Source: an optimization exercise on an open RTL-to-GDS flow (aim: small area). Production flows keep margins and buffers that such runs may drop.
Function was checked by simulation only, so behaviour that the tests miss may differ from the original.
Power and IR drop assume default switching activity.

<file path="flow/config.mk">
export PLATFORM = sky130hd
export DESIGN_NAME = top
export DESIGN_NICKNAME = top
export VERILOG_FILES = /design/flow/design.v
export SDC_FILE = /design/flow/constraint.sdc
export NUM_CORES = 4
export LEC_CHECK = 0
export CAP_MARGIN = 20
export CORE_MARGIN = 2
export CORE_UTILIZATION = 40
export SLEW_MARGIN = 20
</file>
<file path="flow/constraint.sdc">
create_clock -name core_clock -period 15.0 [get_ports {clk}]
set_input_delay 3.0000 -clock core_clock [delete_from_list [all_inputs] [get_ports {clk}]]
set_output_delay 3.0000 -clock core_clock [all_outputs]
set_load 0.01 [all_outputs]
</file>
<file path="flow/run.sh">
#!/bin/bash
# synth_recipe.tcl (not shown) runs the flow's synth.tcl, then flattens the netlist and writes it again
# the make line also repeats each setting of config.mk as NAME=value (left out here)
make -C /OpenROAD-flow-scripts/flow DESIGN_CONFIG=/design/flow/config.mk WORK_HOME=/design/flow/orfs CLKGATE_MAP_FILE= SYNTH_SCRIPT=/design/flow/synth_recipe.tcl finish
</file>
<file path="flow/design.v">
module top(
    input clk,
    input push_switch1,
    input push_switch2,
    input push_switch3,
    input push_switch4,
    input push_switch5,
    input push_switch6,
    output [6:0] segment1,
    output [6:0] segment2,
    output [6:0] segment3,
    output [6:0] segment4,
    output [6:0] segment5,
    output [6:0] segment6,
	 input dip_switch1,
    input dip_switch2,
    input dip_switch3,
    input dip_switch4,
    input dip_switch5,
    input dip_switch6,
    input dip_switch7,
    input dip_switch8,
    input dip_switch9,
    input dip_switch10,
    output led1_red,
    output led2_yellow,	
    output led3_green,
    output led4_red,
    output led5_yellow,
    output led6_green
);
	 modeControl m1(
	 .mode(push_switch1),
    .clkBoard(clk),
	 .reset(push_switch6),
    .set(push_switch2),
    .up(push_switch3),
    .down(push_switch4),
    .d1(segment1),
    .d2(segment2),
    .d3(segment3),
    .d4(segment4),
    .d5(segment5),
    .d6(segment6),
	 .led1(led1_red),
	 .led2(led2_yellow),
	 .led3(led3_green),
	 .led4(led4_red),
	 .led5(led5_yellow),
	 .led6(led6_green)
	 );
endmodule
`timescale 1ns / 1ps
module modeControl(
	 input mode,
    input clkBoard,
	 input reset,
    input set,
    input up,
    input down,
    output reg [6:0] d1,
    output reg [6:0] d2,
    output reg [6:0] d3,
    output reg [6:0] d4,
    output reg [6:0] d5,
    output reg [6:0] d6,
	 output reg led1,
	 output reg led2,
	 output reg led3,
	 output reg led4,
	 output reg led5,
	 output reg led6
    );
	 reg [2:0] isUsing;  
	 wire is12;  
	 wire is12changed;
	 wire [5:0] sec;
	 wire [5:0] m;
	 wire [5:0] h;
	 wire alarmon;
	 wire alarmoff;
	 wire [6:0] clockd1;
	 wire [6:0] clockd2;
	 wire [6:0] clockd3;
	 wire [6:0] clockd4;
	 wire [6:0] clockd5;
	 wire [6:0] clockd6;
	 wire [6:0] calendard1;
	 wire [6:0] calendard2;
	 wire [6:0] calendard3;
	 wire [6:0] calendard4;
	 wire [6:0] calendard5;
	 wire [6:0] calendard6;
	 wire calendarled1,calendarled2,calendarled3,calendarled4,calendarled5,calendarled6;
	 wire [6:0] ad1;
	 wire [6:0] ad2;
	 wire [6:0] ad3;
	 wire [6:0] ad4;
	 wire [6:0] ad5;
	 wire [6:0] ad6;
	 wire [6:0] dcd1;
	 wire [6:0] dcd2;
	 wire [6:0] dcd3;
	 wire [6:0] dcd4;
	 wire [6:0] dcd5;
	 wire [6:0] dcd6;
	 clock c1( .alarmon(alarmon), .isUsing(isUsing), .clkBoard(clkBoard), .reset(reset), .set(set), .up(up), .down(down), .is12in(is12changed),
	 .is12out(is12),
    .d1(clockd1),
    .d2(clockd2),
    .d3(clockd3),
    .d4(clockd4),
    .d5(clockd5),
    .d6(clockd6),
	 .secout(sec),
	 .mout(m),
	 .hout(h),
	 .alarmoff(alarmoff)
	 );
	 displayControl dc1(.is12in(is12), .isUsing(isUsing), .clkBoard(clkBoard), .reset(reset), .set(set), .up(up), .down(down),
	 .is12out(is12changed),
	 .d1(dcd1),
    .d2(dcd2),
    .d3(dcd3),
    .d4(dcd4),
    .d5(dcd5),
    .d6(dcd6));
	 alarm a1(
	 .alarmoff(alarmoff),
	 .sec(sec),
	 .m(m),
	 .h(h),
	 .is12(is12changed),
	 .isUsing(isUsing),
    .clkBoard(clkBoard),
	 .reset(reset),
    .set(set),
    .up(up),
    .down(down),
    .d1(ad1),
    .d2(ad2),
    .d3(ad3),
    .d4(ad4),
    .d5(ad5),
    .d6(ad6),
	 .alarmonout(alarmon)	 
	 );
	 parameter buttonfreq = 70;
	 reg [6:0] modecounter;
	 reg [2:0] isUsingNext;
	 always @ (posedge clkBoard)
	 begin
	 isUsingNext = isUsing;
	 if(reset)
	 begin
		isUsingNext = 0;
		modecounter = 0;
	 end
		if( modecounter < buttonfreq )
		begin
				modecounter = modecounter + 1;
		end		
		else 
		begin
			modecounter = 0;
			if(mode==1)
				begin
					if(isUsingNext < 4)
						isUsingNext = isUsingNext + 2;
					else
						isUsingNext = 0;
				end
			else begin end	
		end
		case(isUsingNext)
		0:
		begin
			d1 = clockd1;
			d2 = clockd2;
			d3 = clockd3;
			d4 = clockd4;
			d5 = clockd5;
			d6 = clockd6;
			led1=0;
			led2=0;
			led3=0;
			led4=0;
			led5=0;
			led6=0;
		end
		2:
		begin
			d1 = ad1;
			d2 = ad2;
			d3 = ad3;
			d4 = ad4;
			d5 = ad5;
			d6 = ad6;
			led1=0;
			led2=0;
			led3=0;
			led4=0;
			led5=0;
			led6=0;
		end
		4:
		begin
			d1 = dcd1;
			d2 = dcd2;
			d3 = dcd3;
			d4 = dcd4;
			d5 = dcd5;
			d6 = dcd6;
			led1=0;
			led2=0;
			led3=0;
			led4=0;
			led5=0;
			led6=0;
		end
		default :
		begin
			d1 = 0;
			d2 = 0;
			d3 = 0;
			d4 = 0;
			d5 = 0;
			d6 = 0;
			led1=0;
			led2=0;
			led3=0;
			led4=0;
			led5=0;
			led6=0;
		end
		endcase
	 isUsing <= isUsingNext;
	 end
endmodule
`timescale 1ns / 1ps
module clock(
	 input alarmon,
	 input [2:0] isUsing,
    input clkBoard,
	 input reset,
    input set,
    input up,
    input down,
	 input is12in,
	 output reg is12out,
    output reg [6:0] d1,
    output reg [6:0] d2,
    output reg [6:0] d3,
    output reg [6:0] d4,
    output reg [6:0] d5,
    output reg [6:0] d6,
	 output reg [5:0] secout,
	 output reg [5:0] mout,
	 output reg [5:0] hout,
	 output reg alarmoff
    );
	 reg [5:0] blinkcounter;
	 reg blink;
	 reg[2:0] sec1;
	 reg[3:0] sec2;
	 reg[2:0] m1;
	 reg[3:0] m2;
	 reg[5:0] sec;
	 reg[5:0] m;
	 reg[5:0] h;
	 reg [8:0] counter1;  
	 reg [6:0] setcounter;
	 parameter secfreq = 500;	 
	 parameter buttonfreq = 70;
	 reg is12;
	 reg [1:0] setStatus;  
	 always @ (posedge clkBoard)
	 begin
	 if((alarmon==1)&&(up==1))
	 begin
		alarmoff<=1;
	 end
	 else
	 begin
		alarmoff<=0;
	 end
	 is12 = is12in;
	 is12out <= is12;
	 secout<=sec;
	 mout<=m;
	 hout<=h;	 
	 if(reset)
	 begin
		setcounter = 0;
		counter1 = 0;
		h=0;
		m=0;
		sec=0;
		setStatus=0;
		blinkcounter=0;
		blink=0;
	 end
	 else begin end
	 case(setStatus)
	 0:	 
	 begin
		if( setcounter < buttonfreq )
		begin
				setcounter = setcounter + 1;
		end		
		else 
		begin
				setcounter = 0;
				if( (set==1)&&(isUsing==0) )
				begin
						counter1 = 0;
						sec = 0;
						setStatus = 1;				
				end
				else begin end	
		end
		if( counter1 < secfreq )  
		begin
			counter1 = counter1 + 1;
		end
		else  
		begin
			sec = sec+1;
			counter1 = 0;
		end
	 end  
	 1:    
	 begin
	 	 if( setcounter < buttonfreq )
		 begin
					setcounter = setcounter + 1;
		 end		
		 else 
		 begin
				setcounter = 0;				
				if((set==1)&&(isUsing==0))
				begin
					setStatus = 2;
				end
				else begin end		
		 end
		 if(	counter1 < buttonfreq ) 
		 begin  
				counter1 = counter1 + 1;
		 end
		 else
		 begin
			 counter1 = 0;					  
			 if(up)
			 begin
				if(is12==0)  
				begin
					if(h<23)
						h=h+1;
					else
						h=0;
				end
				else	 
				begin 
					if( h > 11)
					begin
						h = h-12;
					end
					else
					begin
						h = h+12;
					end
				end
			 end 
			 else
			 begin
			 end	 
			 if(down)
			 begin
				if(is12==0)  
				begin
					if (h > 0) 
					begin
						h = h-1;
					end 
					else 
					begin
						h = 23;
					end
				end	 
				else	 
				begin
					if( h > 11)
					begin
						h = h-12;
					end
					else
					begin
						h = h+12;
					end		
				end	 
			 end	 
			 else begin end
		end
	 end  
	 2:    
	 begin
		 if( setcounter < buttonfreq )
			begin
					setcounter = setcounter + 1;
			end		
		 else 
		 begin
				setcounter = 0;
				if(set)
					begin
					if(isUsing==0)
					begin
							if(is12==0)  
								setStatus = 0;
							else
								setStatus = 3;  
					end
					else begin end
					end
				else begin end	
		 end			
		 if(	counter1 < buttonfreq ) 
		 begin  
				counter1 = counter1 + 1;
		 end
		 else
		 begin
			 counter1 = 0;				
			 if(up)
			 begin
				if(is12==0)  
				begin
					if(m<59)
						m=m+1;
					else
						m=0;
				end
				else	 
				begin 
					if(h<23)
						h=h+1;
					else
						h=0;
				end
			 end  
			 else
			 begin
			 end
			 if(down)
			 begin
				if(is12==0)  
				begin
					if(m>0)
					begin
						m=m-1;
					end
					else
					begin
						m=59;
					end
				end	 
				else	 
				begin
					if(h>0)
					begin
						h=h-1;
					end
					else
					begin
						h=23;
					end
				end	 
			 end	 
			 else begin end
		 end 
		 end
	 3:   
	 begin
				 if( setcounter < buttonfreq )
					begin
							setcounter = setcounter + 1;
					end		
				 else 
				 begin
						setcounter = 0;
						if(set)
							begin
							if(isUsing==0)
							begin
								setStatus = 0;
							end
							else begin end
							end
						else begin end	
				 end
		 if(	counter1 < buttonfreq ) 
		 begin  
				counter1 = counter1 + 1;
		 end
		 else
		 begin
			 counter1 = 0;				
			 if(up)	
			 begin
				if( m<59 )
					m=m+1;
				else
					m=0;
			 end
			 else
			 begin
			 end	 
			 if(down)	
			 begin
				if(m>0)
					m=m-1;
				else
					m=59;
			 end
			 else
			 begin
			 end	
		end
	 end  
	 endcase  
	 if (sec > 59) 
	 begin 
       sec = 0;
       m = m + 1;
    end 
	 else begin end
    if (m > 59) 
	 begin 
       m = 0;
       h = h + 1;
    end
	 else begin end
    if (h > 23) 
	 begin 
       h = 0;
    end
	 else begin end
	 if(m>49)
	 begin
		m1 = 5;
		m2 = m-50;
	 end
	 else if(m>39)
	 begin
		m1 = 4;
		m2 = m-40;
	 end
	 else if(m>29)
	 begin
		m1 = 3;
		m2 = m-30;
	 end
	 else if(m>19)
	 begin
		m1 = 2;
		m2 = m-20;
	 end
	 else if(m>9)
	 begin
		m1 = 1;
		m2 = m-10;
	 end
	 else  
	 begin
		m1 = 0;
		m2 = m;
	 end
	 if(sec>49)
	 begin
		sec1 = 5;
		sec2 = sec-50;
	 end
	 else if(sec>39)
	 begin
		sec1 = 4;
		sec2 = sec-40;
	 end
	 else if(sec>29)
	 begin
		sec1 = 3;
		sec2 = sec-30;
	 end
	 else if(sec>19)
	 begin
		sec1 = 2;
		sec2 = sec-20;
	 end
	 else if(sec>9)
	 begin
		sec1 = 1;
		sec2 = sec-10;
	 end
	 else  
	 begin
		sec1 = 0;
		sec2 = sec;
	 end
	 if( blinkcounter < (secfreq/10) )
	 begin
			blinkcounter = blinkcounter+1;
	 end
	 else
	 begin
			blinkcounter = 0;
			blink = ~blink;
	 end
	 if( ((setStatus==1) && (isUsing==0) && (blink==1))|| ((alarmon==1)&& (blink==1))	)
	 begin		
			d1<=0;
	 end
	 else 
	 begin
		 if(is12==0)  
		 begin
			  if(h<10)
			  begin
					d1 <= 7'b1111110;
			  end
			  else if(h<20)
			  begin
					d1 <= 7'b0110000;
			  end
			  else
			  begin
					d1 <= 7'b1101101;
			  end
		 end
		 else  
		 begin
			 if(h<12)  
			 begin
				d1<=7'b1110111;
			 end
			 else  
			 begin
			 d1<=7'b1100111;
			 end 
		 end
	 end
	 if( ((setStatus==1) && (isUsing==0) && (blink==1))  ||  ((alarmon==1)&& (blink==1)) )
	 begin		
			d2<=0;
	 end
	 else 
	 begin
	 if(is12==0)  
	 begin
		  if(h<10)
		  begin
			case(h)
				 4'b0000: d2<=7'b1111110;
				 4'b0001: d2<=7'b0110000;
				 4'b0010: d2<=7'b1101101;
				 4'b0011: d2<=7'b1111001;
				 4'b0100: d2<=7'b0110011;
				 4'b0101: d2<=7'b1011011;
				 4'b0110: d2<=7'b1011111;
				 4'b0111: d2<=7'b1110000;
				 4'b1000: d2<=7'b1111111;
				 4'b1001: d2<=7'b1111011; 
				 default: d2<=7'b0000000;
			 endcase
		  end
	  else if(h<20)
	  begin
		case(h-10)
          4'b0000: d2<=7'b1111110;
          4'b0001: d2<=7'b0110000;
          4'b0010: d2<=7'b1101101;
          4'b0011: d2<=7'b1111001;
          4'b0100: d2<=7'b0110011;
          4'b0101: d2<=7'b1011011;
          4'b0110: d2<=7'b1011111;
          4'b0111: d2<=7'b1110000;
          4'b1000: d2<=7'b1111111;
          4'b1001: d2<=7'b1111011; 
			 default: d2<=7'b0000000;
       endcase
	  end
	  else
	  begin
	  case(h-20)
          4'b0000: d2<=7'b1111110;
          4'b0001: d2<=7'b0110000;
          4'b0010: d2<=7'b1101101;
          4'b0011: d2<=7'b1111001;
			 default: d2<=7'b0000000;
       endcase
	  end 
	 end  
	 else  
	 begin 
	 d2<=0;
	 end 
	 end
	 if( ((setStatus==2) && (isUsing==0) && (blink==1))	|| ((alarmon==1)&& (blink==1))  )
	 begin		
			d3<=0;
	 end
	 else 
	 begin
	 if(is12==0)  
	 begin
      case(m1)
          4'b0000: d3<=7'b1111110;
          4'b0001: d3<=7'b0110000;
          4'b0010: d3<=7'b1101101;
          4'b0011: d3<=7'b1111001;
          4'b0100: d3<=7'b0110011;
          4'b0101: d3<=7'b1011011; 
			 default: d3<=7'b0000000;
        endcase
	 end
	 else  
	 begin
		if(h<12)
		begin
			if(h<10)
				d3 <= 7'b1111110;
			else
				d3 <= 7'b0110000;
		end
		else  
		begin
			if(h-12<10)
				d3 <= 7'b1111110;
			else
				d3 <= 7'b0110000;
		end
	 end
	 end
	 if( ((setStatus==2) && (isUsing==0) && (blink==1) )|| ((alarmon==1)&& (blink==1))	)
	 begin		
			d4<=0;
	 end
	 else 
	 begin
	 if(is12 ==0 )  
	 begin
      case(m2)
          4'b0000: d4<=7'b1111110;
          4'b0001: d4<=7'b0110000;
          4'b0010: d4<=7'b1101101;
          4'b0011: d4<=7'b1111001;
          4'b0100: d4<=7'b0110011;
          4'b0101: d4<=7'b1011011;
          4'b0110: d4<=7'b1011111;
          4'b0111: d4<=7'b1110000;
          4'b1000: d4<=7'b1111111;
          4'b1001: d4<=7'b1111011; 
			 default: d4<=7'b0000000;
        endcase
	 end
	 else  
	 begin
	 if(h<12)
	 begin
		 if(h<10)
		  begin
			case(h)
				 4'b0000: d4<=7'b1111110;
				 4'b0001: d4<=7'b0110000;
				 4'b0010: d4<=7'b1101101;
				 4'b0011: d4<=7'b1111001;
				 4'b0100: d4<=7'b0110011;
				 4'b0101: d4<=7'b1011011;
				 4'b0110: d4<=7'b1011111;
				 4'b0111: d4<=7'b1110000;
				 4'b1000: d4<=7'b1111111;
				 4'b1001: d4<=7'b1111011; 
				 default: d4<=7'b0000000;
			 endcase
		  end
		  else  
		  begin
			case(h-10)
				 4'b0000: d4<=7'b1111110;
				 4'b0001: d4<=7'b0110000; 
				 default: d4<=7'b0000000;
			 endcase
		  end
	 end
	 else	 
	 begin
		 if(h-12<10)  
		  begin
			case(h-12)
				 4'b0000: d4<=7'b1111110;
				 4'b0001: d4<=7'b0110000;
				 4'b0010: d4<=7'b1101101;
				 4'b0011: d4<=7'b1111001;
				 4'b0100: d4<=7'b0110011;
				 4'b0101: d4<=7'b1011011;
				 4'b0110: d4<=7'b1011111;
				 4'b0111: d4<=7'b1110000;
				 4'b1000: d4<=7'b1111111;
				 4'b1001: d4<=7'b1111011; 
				 default: d4<=7'b0000000;
			 endcase
		  end
		  else  
		  begin
			case(h-22)
				 4'b0000: d4<=7'b1111110;
				 4'b0001: d4<=7'b0110000; 
				 default: d4<=7'b0000000;
			 endcase
		  end
	 end
	 end
	 end
	 if( ((setStatus==3) && (isUsing==0) && (blink==1) )|| ((alarmon==1)&& (blink==1))	)
	 begin		
			d5<=0;
	 end
	 else 
	 begin
	 if(is12==0)  
	 begin
      case(sec1)
          4'b0000: d5<=7'b1111110;
          4'b0001: d5<=7'b0110000;
          4'b0010: d5<=7'b1101101;
          4'b0011: d5<=7'b1111001;
          4'b0100: d5<=7'b0110011;
          4'b0101: d5<=7'b1011011;
			 default: d5<=7'b0000000;
        endcase
	 end
	 else  
	 begin
		 case(m1)
          4'b0000: d5<=7'b1111110;
          4'b0001: d5<=7'b0110000;
          4'b0010: d5<=7'b1101101;
          4'b0011: d5<=7'b1111001;
          4'b0100: d5<=7'b0110011;
          4'b0101: d5<=7'b1011011; 
			 default: d5<=7'b0000000;
        endcase
	 end
	 end
	 if( ((setStatus==3) && (isUsing==0) && (blink==1)	)||  ((alarmon==1)&& (blink==1)) )
	 begin		
			d6<=0;
	 end
	 else 
	 begin
	 if(is12==0)  
    begin
      case(sec2)
          4'b0000: d6<=7'b1111110;
          4'b0001: d6<=7'b0110000;
          4'b0010: d6<=7'b1101101;
          4'b0011: d6<=7'b1111001;
          4'b0100: d6<=7'b0110011;
          4'b0101: d6<=7'b1011011;
          4'b0110: d6<=7'b1011111;
          4'b0111: d6<=7'b1110000;
          4'b1000: d6<=7'b1111111;
          4'b1001: d6<=7'b1111011; 
			 default: d6<=7'b0000000;
        endcase
    end
	 else  
	 begin
		 case(m2)
          4'b0000: d6<=7'b1111110;
          4'b0001: d6<=7'b0110000;
          4'b0010: d6<=7'b1101101;
          4'b0011: d6<=7'b1111001;
          4'b0100: d6<=7'b0110011;
          4'b0101: d6<=7'b1011011;
          4'b0110: d6<=7'b1011111;
          4'b0111: d6<=7'b1110000;
          4'b1000: d6<=7'b1111111;
          4'b1001: d6<=7'b1111011; 
			 default: d6<=7'b0000000;
        endcase	
	 end
	 end
	 end  
endmodule
`timescale 1ns / 1ps
module alarm(
	 input alarmoff,
	 input [5:0] sec,
	 input [5:0] m,
	 input [5:0] h,
	 input is12,
	 input [2:0] isUsing,
    input clkBoard,
	 input reset,
    input set,
    input up,
    input down,
    output reg [6:0] d1,
    output reg [6:0] d2,
    output reg [6:0] d3,
    output reg [6:0] d4,
    output reg [6:0] d5,
    output reg [6:0] d6,
	 output reg alarmonout
    );
	 reg [6:0] setcounter;
	 reg [5:0] blinkcounter;
	 reg blink;
	 reg[2:0] sec1;
	 reg[3:0] sec2;
	 reg[2:0] m1;
	 reg[3:0] m2;
	 reg [8:0] counter1;  
	 parameter secfreq = 500;	 
	 parameter buttonfreq = 70;
	 reg [1:0] setStatus;  
	 reg hasalarm;  
	 reg alarmon;  
	 reg [5:0] ah;  
	 reg [5:0] am;  
	 reg [5:0] asec;  
	 always @ (posedge clkBoard)
	 begin
		if( (hasalarm==1)&&(m==am)&&(h==ah) )
		begin
			alarmon=1;
		end
		else begin end
		if( alarmoff==1 )
		begin
			alarmon=0;
		end
		else begin end
		alarmonout <= alarmon;
		 if(reset)
		 begin
			counter1 = 0;
			setStatus = 0;
			hasalarm = 0;
			alarmon = 0;
			ah=0;
			am=0;
			asec=0;
			setcounter=0;
			blinkcounter=0;
			blink=0;
		 end
		 else begin end
		 case(setStatus)
		 0:
		 begin
		 	 if( setcounter < buttonfreq )
				begin
						setcounter = setcounter + 1;
				end		
			 else 
			 begin
					setcounter = 0;
					if(set)
						begin
						if(isUsing==2)
							begin
								counter1 = 0;
								hasalarm=1;
								setStatus = 1;
							end
						else begin end
						end
					else begin end	
			 end
			if( counter1 < secfreq ) 
				counter1 = counter1 + 1;
			else  
			begin
				counter1 = 0;
			end		
		 end  
		 1:    
			 begin
			 	 if( setcounter < buttonfreq )
					begin
							setcounter = setcounter + 1;
					end		
				 else 
				 begin
						setcounter = 0;
						if(set)
							begin
							if(isUsing==2)
							begin
								hasalarm=1;
								setStatus = 2;
							end
							else begin end
							end
						else begin end	
				 end
			 if(	counter1 < buttonfreq ) 
			 begin  
					counter1 = counter1 + 1;
			 end
			 else
			 begin
				 counter1 = 0;					  
				 if(up)
				 begin
					if(is12==0)  
					begin
						if(ah<23)
							ah=ah+1;
						else
							ah=0;
					end
					else	 
					begin 
						if( ah > 11)
						begin
							ah = ah-12;
						end
						else
						begin
							ah = ah+12;
						end
					end
				 end 
				 else
				 begin
				 end	 
				 if(down)
				 begin
					if(is12==0)  
					begin
						if (ah > 0) 
						begin
							ah = ah-1;
						end 
						else 
						begin
							ah = 23;
						end
					end	 
					else	 
					begin
						if( ah > 11)
						begin
							ah = ah-12;
						end
						else
						begin
							ah = ah+12;
						end		
					end	 
				 end	 
				 else begin end
			end			 
		 end  
		 2:    
		 begin
				 if( setcounter < buttonfreq )
					begin
							setcounter = setcounter + 1;
					end		
				 else 
				 begin
						setcounter = 0;
						if(set)
							begin
							if(isUsing==2)
							begin
									if(is12==0)  
									begin
										hasalarm = 1;
										setStatus = 0;
									end
									else begin
										setStatus = 3;  
									end
							end
							else begin end
							end
						else begin end	
				 end
		 if(	counter1 < buttonfreq ) 
		 begin  
				counter1 = counter1 + 1;
		 end
		 else
		 begin
			 counter1 = 0;				
			 if(up)
			 begin
				if(is12==0)  
				begin
					if(am<59)
						am=am+1;
					else
						am=0;
				end
				else	 
				begin 
					if(ah<23)
						ah=ah+1;
					else
						ah=0;
				end
			 end  
			 else
			 begin
			 end
			 if(down)
			 begin
				if(is12==0)  
				begin
					if(am>0)
					begin
						am=am-1;
					end
					else
					begin
						am=59;
					end
				end	 
				else	 
				begin
					if(ah>0)
					begin
						ah=ah-1;
					end
					else
					begin
						ah=23;
					end
				end	 
			 end	 
			 else begin end
		 end 
		 end
	 3:   
	 begin
		 	 if( setcounter < buttonfreq )
				begin
						setcounter = setcounter + 1;
				end		
			 else 
			 begin
					setcounter = 0;
					if(set)
						begin
						if(isUsing==2)
						begin
							hasalarm = 1;
							setStatus = 0;
						end
						else begin end
						end
					else begin end	
			 end
		 if(	counter1 < buttonfreq ) 
		 begin  
				counter1 = counter1 + 1;
		 end
		 else
		 begin
			 counter1 = 0;				
			 if(up)	
			 begin
				if( am<59 )
					am=am+1;
				else
					am=0;
			 end
			 else
			 begin
			 end	 
			 if(down)	
			 begin
				if(am>0)
					am=am-1;
				else
					am=59;
			 end
			 else
			 begin
			 end	
		end	 
		end  
		endcase
		 if (asec > 59) 
		 begin 
			 asec = 0;
		 end 
		 else begin end
		 if (am > 59) 
		 begin 
			 am = 0;			 
		 end
		 else begin end
		 if (ah > 23) 
		 begin 
			 ah = 0;
		 end
		 else begin end
	 if( (setStatus==0)&&(up==1) )
	 begin
		hasalarm = 0;
	 end
	 else begin end
	 if(am>49)
	 begin
		m1 = 5;
		m2 = am-50;
	 end
	 else if(am>39)
	 begin
		m1 = 4;
		m2 = am-40;
	 end
	 else if(am>29)
	 begin
		m1 = 3;
		m2 = am-30;
	 end
	 else if(am>19)
	 begin
		m1 = 2;
		m2 = am-20;
	 end
	 else if(am>9)
	 begin
		m1 = 1;
		m2 = am-10;
	 end
	 else  
	 begin
		m1 = 0;
		m2 = am;
	 end
	 if(asec>49)
	 begin
		sec1 = 5;
		sec2 = asec-50;
	 end
	 else if(asec>39)
	 begin
		sec1 = 4;
		sec2 = asec-40;
	 end
	 else if(asec>29)
	 begin
		sec1 = 3;
		sec2 = asec-30;
	 end
	 else if(asec>19)
	 begin
		sec1 = 2;
		sec2 = asec-20;
	 end
	 else if(asec>9)
	 begin
		sec1 = 1;
		sec2 = asec-10;
	 end
	 else  
	 begin
		sec1 = 0;
		sec2 = asec;
	 end
	 if( blinkcounter < (secfreq/10) )
	 begin
			blinkcounter = blinkcounter+1;
	 end
	 else
	 begin
			blinkcounter = 0;
			blink = ~blink;
	 end
	 if(hasalarm==1)
	 begin
		 if( (setStatus==1) && (isUsing==2) && (blink==1)	)
		 begin		
				d1<=0;
		 end
		 else 
		 begin
		 if(is12==0)  
		 begin
			  if(ah<10)
			  begin
					d1 <= 7'b1111110;
			  end
			  else if(ah<20)
			  begin
					d1 <= 7'b0110000;
			  end
			  else
			  begin
					d1 <= 7'b1101101;
			  end
		 end
		 else  
		 begin
			 if(ah<12)  
			 begin
				d1<=7'b1110111;
			 end
			 else  
			 begin
			 d1<=7'b1100111;
			 end 
		 end
		 end
	end
	else
	begin
		d1<=7'b0000001;
	end
	if(hasalarm==1)
	 begin
	 if( (setStatus==1) && (isUsing==2) && (blink==1)	)
	 begin		
			d2<=0;
	 end
	 else 
	 begin
	 if(is12==0)  
	 begin
		  if(ah<10)
		  begin
			case(ah)
				 4'b0000: d2<=7'b1111110;
				 4'b0001: d2<=7'b0110000;
				 4'b0010: d2<=7'b1101101;
				 4'b0011: d2<=7'b1111001;
				 4'b0100: d2<=7'b0110011;
				 4'b0101: d2<=7'b1011011;
				 4'b0110: d2<=7'b1011111;
				 4'b0111: d2<=7'b1110000;
				 4'b1000: d2<=7'b1111111;
				 4'b1001: d2<=7'b1111011; 
				 default: d2<=7'b0000000;
			 endcase
		  end
	  else if(ah<20)
	  begin
		case(ah-10)
          4'b0000: d2<=7'b1111110;
          4'b0001: d2<=7'b0110000;
          4'b0010: d2<=7'b1101101;
          4'b0011: d2<=7'b1111001;
          4'b0100: d2<=7'b0110011;
          4'b0101: d2<=7'b1011011;
          4'b0110: d2<=7'b1011111;
          4'b0111: d2<=7'b1110000;
          4'b1000: d2<=7'b1111111;
          4'b1001: d2<=7'b1111011; 
			 default: d2<=7'b0000000;
       endcase
	  end
	  else
	  begin
	  case(ah-20)
          4'b0000: d2<=7'b1111110;
          4'b0001: d2<=7'b0110000;
          4'b0010: d2<=7'b1101101;
          4'b0011: d2<=7'b1111001;
			 default: d2<=7'b0000000;
       endcase
	  end 
	 end  
	 else  
	 begin 
	 d2<=0;
	 end 
	 end	 
	end
	else
	begin
		d2<=7'b0000001;
	end
	if(hasalarm==1)
	 begin
	 if( (setStatus==2) && (isUsing==2) && (blink==1)	)
	 begin		
			d3<=0;
	 end
	 else 
	 begin
	 if(is12==0)  
	 begin
      case(m1)
          4'b0000: d3<=7'b1111110;
          4'b0001: d3<=7'b0110000;
          4'b0010: d3<=7'b1101101;
          4'b0011: d3<=7'b1111001;
          4'b0100: d3<=7'b0110011;
          4'b0101: d3<=7'b1011011; 
			 default: d3<=7'b0000000;
        endcase
	 end
	 else  
	 begin
		if(ah<12)
		begin
			if(ah<10)
				d3 <= 7'b1111110;
			else
				d3 <= 7'b0110000;
		end
		else  
		begin
			if(ah-12<10)
				d3 <= 7'b1111110;
			else
				d3 <= 7'b0110000;
		end
	 end
	 end
	end
	else
	begin
		d3<=7'b0000001;
	end
	if(hasalarm==1)
	 begin
	 if( (setStatus==2) && (isUsing==2) && (blink==1)	)
	 begin		
			d4<=0;
	 end
	 else 
	 begin
	 if(is12 ==0 )  
	 begin
      case(m2)
          4'b0000: d4<=7'b1111110;
          4'b0001: d4<=7'b0110000;
          4'b0010: d4<=7'b1101101;
          4'b0011: d4<=7'b1111001;
          4'b0100: d4<=7'b0110011;
          4'b0101: d4<=7'b1011011;
          4'b0110: d4<=7'b1011111;
          4'b0111: d4<=7'b1110000;
          4'b1000: d4<=7'b1111111;
          4'b1001: d4<=7'b1111011; 
			 default: d4<=7'b0000000;
        endcase
	 end
	 else  
	 begin
	 if(ah<12)
	 begin
		 if(ah<10)
		  begin
			case(ah)
				 4'b0000: d4<=7'b1111110;
				 4'b0001: d4<=7'b0110000;
				 4'b0010: d4<=7'b1101101;
				 4'b0011: d4<=7'b1111001;
				 4'b0100: d4<=7'b0110011;
				 4'b0101: d4<=7'b1011011;
				 4'b0110: d4<=7'b1011111;
				 4'b0111: d4<=7'b1110000;
				 4'b1000: d4<=7'b1111111;
				 4'b1001: d4<=7'b1111011; 
				 default: d4<=7'b0000000;
			 endcase
		  end
		  else  
		  begin
			case(ah-10)
				 4'b0000: d4<=7'b1111110;
				 4'b0001: d4<=7'b0110000; 
				 default: d4<=7'b0000000;
			 endcase
		  end
	 end
	 else	 
	 begin
		 if(ah-12<10)  
		  begin
			case(ah-12)
				 4'b0000: d4<=7'b1111110;
				 4'b0001: d4<=7'b0110000;
				 4'b0010: d4<=7'b1101101;
				 4'b0011: d4<=7'b1111001;
				 4'b0100: d4<=7'b0110011;
				 4'b0101: d4<=7'b1011011;
				 4'b0110: d4<=7'b1011111;
				 4'b0111: d4<=7'b1110000;
				 4'b1000: d4<=7'b1111111;
				 4'b1001: d4<=7'b1111011; 
				 default: d4<=7'b0000000;
			 endcase
		  end
		  else  
		  begin
			case(ah-22)
				 4'b0000: d4<=7'b1111110;
				 4'b0001: d4<=7'b0110000; 
				 default: d4<=7'b0000000;
			 endcase
		  end
	 end
	 end
	 end
	end
	else
	begin
		d4<=7'b0000001;
	end
	if(hasalarm==1)
	 begin
	 if( (setStatus==3) && (isUsing==2) && (blink==1)	)
	 begin		
			d5<=0;
	 end
	 else 
	 begin
	 if(is12==0)  
	 begin
      case(sec1)
          4'b0000: d5<=7'b1111110;
          4'b0001: d5<=7'b0110000;
          4'b0010: d5<=7'b1101101;
          4'b0011: d5<=7'b1111001;
          4'b0100: d5<=7'b0110011;
          4'b0101: d5<=7'b1011011;
			 default: d5<=7'b0000000;
        endcase
	 end
	 else  
	 begin
		 case(m1)
          4'b0000: d5<=7'b1111110;
          4'b0001: d5<=7'b0110000;
          4'b0010: d5<=7'b1101101;
          4'b0011: d5<=7'b1111001;
          4'b0100: d5<=7'b0110011;
          4'b0101: d5<=7'b1011011; 
			 default: d5<=7'b0000000;
        endcase
	 end
	 end
	end
	else
	begin
		d5<=7'b0000001;
	end
	if(hasalarm==1)
	 begin
	 if( (setStatus==3) && (isUsing==2) && (blink==1)	)
	 begin		
			d6<=0;
	 end
	 else 
	 begin
	 if(is12==0)  
    begin
      case(sec2)
          4'b0000: d6<=7'b1111110;
          4'b0001: d6<=7'b0110000;
          4'b0010: d6<=7'b1101101;
          4'b0011: d6<=7'b1111001;
          4'b0100: d6<=7'b0110011;
          4'b0101: d6<=7'b1011011;
          4'b0110: d6<=7'b1011111;
          4'b0111: d6<=7'b1110000;
          4'b1000: d6<=7'b1111111;
          4'b1001: d6<=7'b1111011; 
			 default: d6<=7'b0000000;
        endcase
    end
	 else  
	 begin
		 case(m2)
          4'b0000: d6<=7'b1111110;
          4'b0001: d6<=7'b0110000;
          4'b0010: d6<=7'b1101101;
          4'b0011: d6<=7'b1111001;
          4'b0100: d6<=7'b0110011;
          4'b0101: d6<=7'b1011011;
          4'b0110: d6<=7'b1011111;
          4'b0111: d6<=7'b1110000;
          4'b1000: d6<=7'b1111111;
          4'b1001: d6<=7'b1111011; 
			 default: d6<=7'b0000000;
        endcase	
	 end
	 end
	end
	else
	begin
		d6<=7'b0000001;
	end
	 end  
endmodule
`timescale 1ns / 1ps
module displayControl(
	 input is12in,
	 input [2:0] isUsing,
    input clkBoard,
	 input reset,
    input set,
    input up,
    input down,
	 output reg is12out,
    output reg [6:0] d1,
    output reg [6:0] d2,
    output reg [6:0] d3,
    output reg [6:0] d4,
    output reg [6:0] d5,
    output reg [6:0] d6
    );
	 reg [6:0] setcounter;
	 parameter buttonfreq = 70;
	 always @ (posedge clkBoard)
	 begin
	 if(reset)
	 begin
		setcounter = 0;
		is12out <= 0;
	 end
	 if( setcounter < buttonfreq )
		begin
				setcounter = setcounter + 1;
		end		
	 else 
	 begin
	 setcounter = 0;
		if(set)
		begin
			if(isUsing == 4)
			begin
				is12out <= ~is12in;
			end
			else
			begin
			end
		end
		else begin end	
	 end
		d1 = 7'b0111101;
		d2 = 7'b1001110;
		d3 = 7'b0000000;
		d4 = 7'b0000000;
		d5 = 7'b0000000;
		d6 = 7'b0000000;
	 end
endmodule
</file>
==> impl_results.md <==
- Post-synth EDFFs: 0
- Maximum VDD drop: roughly 0.10 mV
- Share of layout cells above drive strength 1: just under 7%
- Top-area cell type share of the netlist area: ~26%
- Crit-path max FO: 43
- Syn avg cell area: 7.73 sq um
- Max_cap viols: 0
- Mapped cell area: roughly 19000 sq um
- DP HPWL: between 40000 and 50000 microns
- Area Overhead vs Synth: 9.82%
- Period Utilization, post-route: 70.7%
- FMAX: 0.0943 GHz
- Cts bufs inserted: 29
- Clock Root Buffer: clkbuf_16
- ANT cells: 0
- Footprint of the multi-input gates: around 13000 sq um
- Util after Layout: 44.3%
- Reg area: around 4800 sq um
- Clock buffer depth: 3
- Synth area leader: dfxtp_1
- Worst-Margin Slew: between 1000 and 1500 ps
- Tot Pwr: 1460 uW
- Critical Path RT: 15460 ps
- Type of destination of the critical path: register
- Critical path class: input port to register
- Synthesized instance count: around 2400
- Via density: between 6 and 7
- Clk Latency, worst-skew pair: 600 ps
- Largest net degree at the start of global routing: about 60
- Area of the core: 46400 sq um
- Final Hold Viols: 0
- Starting Density: between 40% and 50%
- Max-slew violation count: 0
- Most frequent cells in the layout: dfxtp_1, nand2_1, nor2_1, a21oi_1, o21ai_0
- FILL cells: approximately 4600
- WP data arrival: 11070 ps
- Setup TNS: 0 ps
- Final ANT Viol Nets: 0
- R2R setup slack: slightly below 7000 ps
- DR WL/cell: ~20 microns
- Overall Global Routing Usage: between 20% and 30%
- Critical path's largest stage delay: 710 ps
- Sequential element share of the synthesized area: around a quarter
- Synthesized flop and latch total: approximately 240
- Synth warnings: 4
- Clock Skews: about 40 ps
- Status: finished clean
- Synth top area cells: dfxtp_1, ha_1, nor2_1
- Die W: 220 microns
- Fraction of registers with async set or reset after synthesis: 0%
- DRC: 0
- Input/output buffers: 47
- Initial antenna violation count: 2
- Vias: 18500
- Min Tclk post-route: around 11000 ps
- Final setup vio count: 0
- Vias in the first global route: about 17000
- Num rows: just under 80
- # IOs: 65
- Post-CTS Hold Fix Bufs: 0
- Max_slew headroom: about 28%
- Grt ovf: 0
- Die ar.: approximately 48000 sq um
- Post-CTS sizing: 0
- Commonest non-fill, non-tap cell in the layout: dfxtp_1
- Clock sinks: roughly 240
- Leakage: approximately 0.0085 uW
- CTS H-tree depth: 1
- First-pass GRT wire length: about 94000 microns
- Slowest cell on the critical path: nand3_1
- Pwr dens: approximately 70 nW/um^2
- Die Height: approximately 220 microns
- Nets: 2542
- Clock-pin slew on the worst setup and hold paths: around 60 ps
- Post-CTS setup buffers: 0
- Most used cell along the critical path: ha_1
- Routability congestion estimate: between 0.9 and 1
- TritonCTS clock tree: built
- RSZ-0062 raised after global routing: no
- First-pass DRT Iterations: 5
- Kind of start point of the critical path: input port
- Iteration-0 DRC Markers: 1679
- Synth cell types: 119
- DRT Wirelength: 60400 microns
- Top FF cell, synth: dfxtp_1
- Worst Hold Class: register to register
-- metal layers --
layer  routed length [microns]  track usage [%]  part of all wire (%)
met3                      3910             2.66                   6.5
met1                     26900             32.6                    44
met4                      2140             8.34                   3.5
met5                        13                0                 0.022
met2                     27500             40.3                    45
-- worst paths after layout --
path	from	endpoint	depth (start not counted)
min	m1.c1.is12out$_DFF_P_	m1.dc1.is12out$_DFF_P_	1
max reg2reg	m1.c1.m[1]$_DFF_P_	m1.c1.d4[2]$_SDFF_PP0_	29
max	push_switch6	m1.c1.d4[2]$_SDFF_PP0_	30
min reg2reg	m1.c1.is12out$_DFF_P_	m1.dc1.is12out$_DFF_P_	1
-- stage by stage --
step | area (sq um) | hold WS (ps) | setup WS (ps) | std cells
finish | 20500 | 400 | 4390 | 3020
global route | 20500 | 413 | 3910 | 3020
CTS | 20500 | 397 | 4600 | 3020
detailed placement | 19500 | 388 | 3950 | 2968
global placement | 19500 | 385 | 4110 | 2968
floorplan | 18700 | 329 | 4590 | 2424
-- where the power goes --
| part | total (uW) | internal (uW) | switching (uW) | leakage (uW) |
|---|---|---|---|---|
| logic | 84.4 | 31.3 | 53.2 | 0.00613 |
| clock network | 727 | 425 | 302 | 0.000466 |
| registers | 654 | 644 | 9.45 | 0.00194 |
-- cell type report --
type	instances	share of cell area [%]
Clock buffer	35	3.79
Clock inverter	17	1.00
Inverter	127	2.33
Multi-Input combinational cell	1924	62.7
Sequential cell	239	23.3
Tap cell	607	3.70
Timing Repair Buffer	71	3.13
-- synthesized netlist by cell type, drive strengths merged (23+ instances only) --
master / instances
ha: 129
and3: 42
nand3: 68
a22o: 40
a211oi: 41
a31oi: 58
xor2: 23
inv: 122
a21oi: 155
nor2: 219
and2: 31
o211ai: 35
buf: 43
o22ai: 24
nor3: 74
xnor2: 57
nand2b: 36
dfxtp: 239
nor2b: 62
nand2: 216
clkbuf: 91
mux2i: 37
o21a: 24
o21ai: 158
-- critical path: cells and delay by family --
kind | cells | cell delay [ps]
adders and majority gates | 4 | 1230
and+or+nand+nor | 11 | 2680
buffers and inverters | 5 | 1260
xor gates and xnor gates | 1 | 510
AOI/OAI and AO/OA | 9 | 2370
-- cells by family after synthesis --
kind of cell	Yosys count	synth area share (%)
other	1	0.0201
buffers and inverters	261	5.75
AO/OA/AOI/OAI	788	29.5
XOR/XNOR	80	3.83
multiplexers	48	2.71
AND/OR/NAND/NOR	866	23.5
adder cells (fa/ha/maj)	134	9.12
flip-flops	239	25.6

==> what the ideal ports hide <==
The flow's constraints put no driver on any port. The routed layout listed below was extracted and timed again, unchanged, in two steps.
Step 1, drivers: a clkbuf_16 drives clk and a buf_2 each remaining input, both assumed.
Step 2 adds t to the input delays and takes it off the output delays; t is the mean of the earliest and latest rising clock arrival at the registers after step 1. Input paths then give back, and output paths get back, about the clock's delay inside the block.
Three values: ideal, step 1, step 2; two values: the first two.
t, ns: 0.634
setup WS [ns]: 4.392 / 4.426 / 3.792
worst setup path after step 2: input to register
worst register clock-pin slew, ns: 0.07 / 0.07
worst data-port slew with drivers (ns): 0.04
After both steps this run still meets setup and hold. For this run, drivers alone change the setup slack by +0.034 ns; drivers and shift together by -0.600 ns.
